From an optimization exercise on the open Yosys and OpenROAD flow, aimed at small area; shortcuts taken in it are not production practice. Only simulation tests tie the RTL to the original design; equivalence was not proved. No activity file was given, so power comes from the tool's default toggle rates.

Setup of run 1:
// my_fifo
module my_fifo #(
                   parameter DATA_W           = 128      ,         
                   parameter DEPTH            = 16     ,         
                   parameter UPP_TH           = 4      ,         
                   parameter LOW_TH           = 2                
                )
                (
                   input                   clk         ,
                   input                   rstn        ,
                   input                   i_wren      ,
                   input  [DATA_W - 1 : 0] i_wrdata    ,
                   output                  o_alm_full  ,
                   output                  o_full      ,
                   input                   i_rden      ,
                   output [DATA_W - 1 : 0] o_rddata    ,
                   output                  o_alm_empty ,
                   output                  o_empty
                );
localparam NS = DEPTH - 1;           
localparam NP = NS + 2;              
localparam NG = (NP + 2) / 3;        
logic [DATA_W - 1        : 0] head_rg         ;         
  ...
Size: roughly 5400 cells after synthesis, about 2100 flip-flops, ~260 I/O pins.
==> flow/config.mk <==
export PLATFORM = sky130hd
export DESIGN_NAME = my_fifo
export DESIGN_NICKNAME = my_fifo
export VERILOG_FILES = /design/flow/design.v
export SDC_FILE = /design/flow/constraint.sdc
export NUM_CORES = 4
export LEC_CHECK = 0
export CAP_MARGIN = 0
export CORE_MARGIN = 2
export CORE_UTILIZATION = 75
export PLACE_DENSITY = 0.85
export SLEW_MARGIN = 0
export SYNTH_HIERARCHICAL = 1
export SYNTH_MINIMUM_KEEP_SIZE = 0
export BUFFER_PORTS_ARGS = -buffer_cell sky130_fd_sc_hd__buf_1
export CTS_ARGS = -sink_clustering_enable -repair_clock_nets -dont_use_dummy_load -buf_list {sky130_fd_sc_hd__clkbuf_4 sky130_fd_sc_hd__clkbuf_8} -root_buf sky130_fd_sc_hd__clkbuf_8 -sink_clustering_buffer sky130_fd_sc_hd__clkbuf_8 -sink_clustering_size 18 -sink_clustering_max_diameter 60
==> flow/constraint.sdc <==
create_clock -name core_clock -period 4.5 [get_ports {clk}]
set_input_delay 0.9000 -clock core_clock [delete_from_list [all_inputs] [get_ports {clk}]]
set_output_delay 0.9000 -clock core_clock [all_outputs]
set_load 0.01 [all_outputs]
standard.sh (not shown) runs the stock make flow with config.mk's settings and CLKGATE_MAP_FILE= SYNTH_SCRIPT=/design/flow/synth_recipe.tcl, a recipe that flattens the netlist after the stock synthesis.
==> flow/flow/run.sh <==
#!/bin/bash
# Standard ORFS layout, with small port buffers and a clock tree of small buffers without
# dummy loads.
set -euo pipefail
cat >> config.mk <<'EOF'
export BUFFER_PORTS_ARGS = -buffer_cell sky130_fd_sc_hd__buf_1
export CTS_ARGS = -sink_clustering_enable -repair_clock_nets -dont_use_dummy_load -buf_list {sky130_fd_sc_hd__clkbuf_4 sky130_fd_sc_hd__clkbuf_8} -root_buf sky130_fd_sc_hd__clkbuf_8 -sink_clustering_buffer sky130_fd_sc_hd__clkbuf_8 -sink_clustering_size 18 -sink_clustering_max_diameter 60
EOF
bash standard.sh > standard.log 2>&1
The final layout from run 1, which completed every stage, passed the timing, DRC and antenna checks at the end of the flow.
Edits applied to the flow inputs when going from run 1 to run 2:
Settings: CORE_UTILIZATION changed from 75 to 60; PLACE_DENSITY changed from 0.85 to 0.75; CTS_ARGS changed from -sink_clustering_enable -repair_clock_nets -dont_use_dummy_load -buf_list {sky130_fd_sc_hd__clkbuf_4 sky130_fd_sc_hd__clkbuf_8} -root_buf sky130_fd_sc_hd__clkbuf_8 -sink_clustering_buffer sky130_fd_sc_hd__clkbuf_8 -sink_clustering_size 18 -sink_clustering_max_diameter 60 to -sink_clustering_enable -repair_clock_nets -dont_use_dummy_load -buf_list {sky130_fd_sc_hd__clkbuf_4 sky130_fd_sc_hd__clkbuf_8} -root_buf sky130_fd_sc_hd__clkbuf_8 -sink_clustering_buffer sky130_fd_sc_hd__clkbuf_8 -sink_clustering_size 18 -sink_clustering_max_diameter 50.
==> flow/flow/run.sh <==
#!/bin/bash
# Standard ORFS layout, with small port buffers and a clock tree of small buffers without
# dummy loads.
set -euo pipefail
cat >> config.mk <<'EOF'
export BUFFER_PORTS_ARGS = -buffer_cell sky130_fd_sc_hd__buf_1
export CTS_ARGS = -sink_clustering_enable -repair_clock_nets -dont_use_dummy_load -buf_list {sky130_fd_sc_hd__clkbuf_4 sky130_fd_sc_hd__clkbuf_8} -root_buf sky130_fd_sc_hd__clkbuf_8 -sink_clustering_buffer sky130_fd_sc_hd__clkbuf_8 -sink_clustering_size 18 -sink_clustering_max_diameter 50
EOF
bash standard.sh > standard.log 2>&1
[summary]
In summary, run 2 completed successfully, with a layout that passed the timing, DRC and antenna checks.
Count of plain and timing-repair buffers in the layout ends up lower on run 1.
Run 1 → run 2: final area increased 0.91%; final cell count increased about 5%; total number of vias decreased 1567; data arrival time at the worst-slack endpoint increased 0.18 ns.
diff inputs: run 2 => run 3
Settings: a change of CORE_UTILIZATION from 60 to 70; a change of PLACE_DENSITY from 0.75 to 0.8.
Notes after the runs:
Diff run 2 -> run 3: relative area of clock buffers and inverters in the final design essentially unchanged, number of nets at the end of the flow +about 0.33%, transition at the pin with the smallest max-transition slack moved down. Compared with run 2, in run 3 share of the core filled with cells has increased; non-clock buffer count has increased; multi-input logic portion of the cell area has increased. Power, run 2 and run 3: higher on run 2. Run 3 contains more vias than run 2. Compared with run 2, run 3 shows all-layer global routing usage higher by 7.3 points. What run 2 reported for inserted tap cell count has to be multiplied by 0.851 to get the figure for run 3.

==> re-timing with driven ports <==
The results above use ideal ports. As a check the final layouts listed here were re-extracted and re-timed, cells and wires unchanged. Step 1: set_driving_cell puts a clkbuf_16 on clk and a buf_2 on each other input, an assumption about the parent block. Step 2 times the ports against the registers' clock, not the clock port: input delays grow and output delays shrink by t, the midpoint of the rising clock arrivals with the driver on. Three values: no drivers, after step 1, after step 2; two values: the first two.
| run | t, ns | slack for setup (ns) | hold slack, ns | worst slew at a driven data input, ns |
|---|---|---|---|---|
| run 1 | 0.919 | 1.046 / 1.036 / 0.935 | 0.442 / 0.392 / 0.480 | 0.18 |
| run 2 | 0.956 | 0.863 / 0.863 / 0.757 | 0.465 / 0.410 / 0.465 | 0.16 |
| run 3 | 0.929 | 0.951 / 0.951 / 0.841 | 0.429 / 0.368 / 0.449 | 0.15 |
After both steps every run listed still meets setup and hold. The setup slack of run 1, which loses most, moves by -0.010 ns with the drivers and by -0.111 ns with both steps.
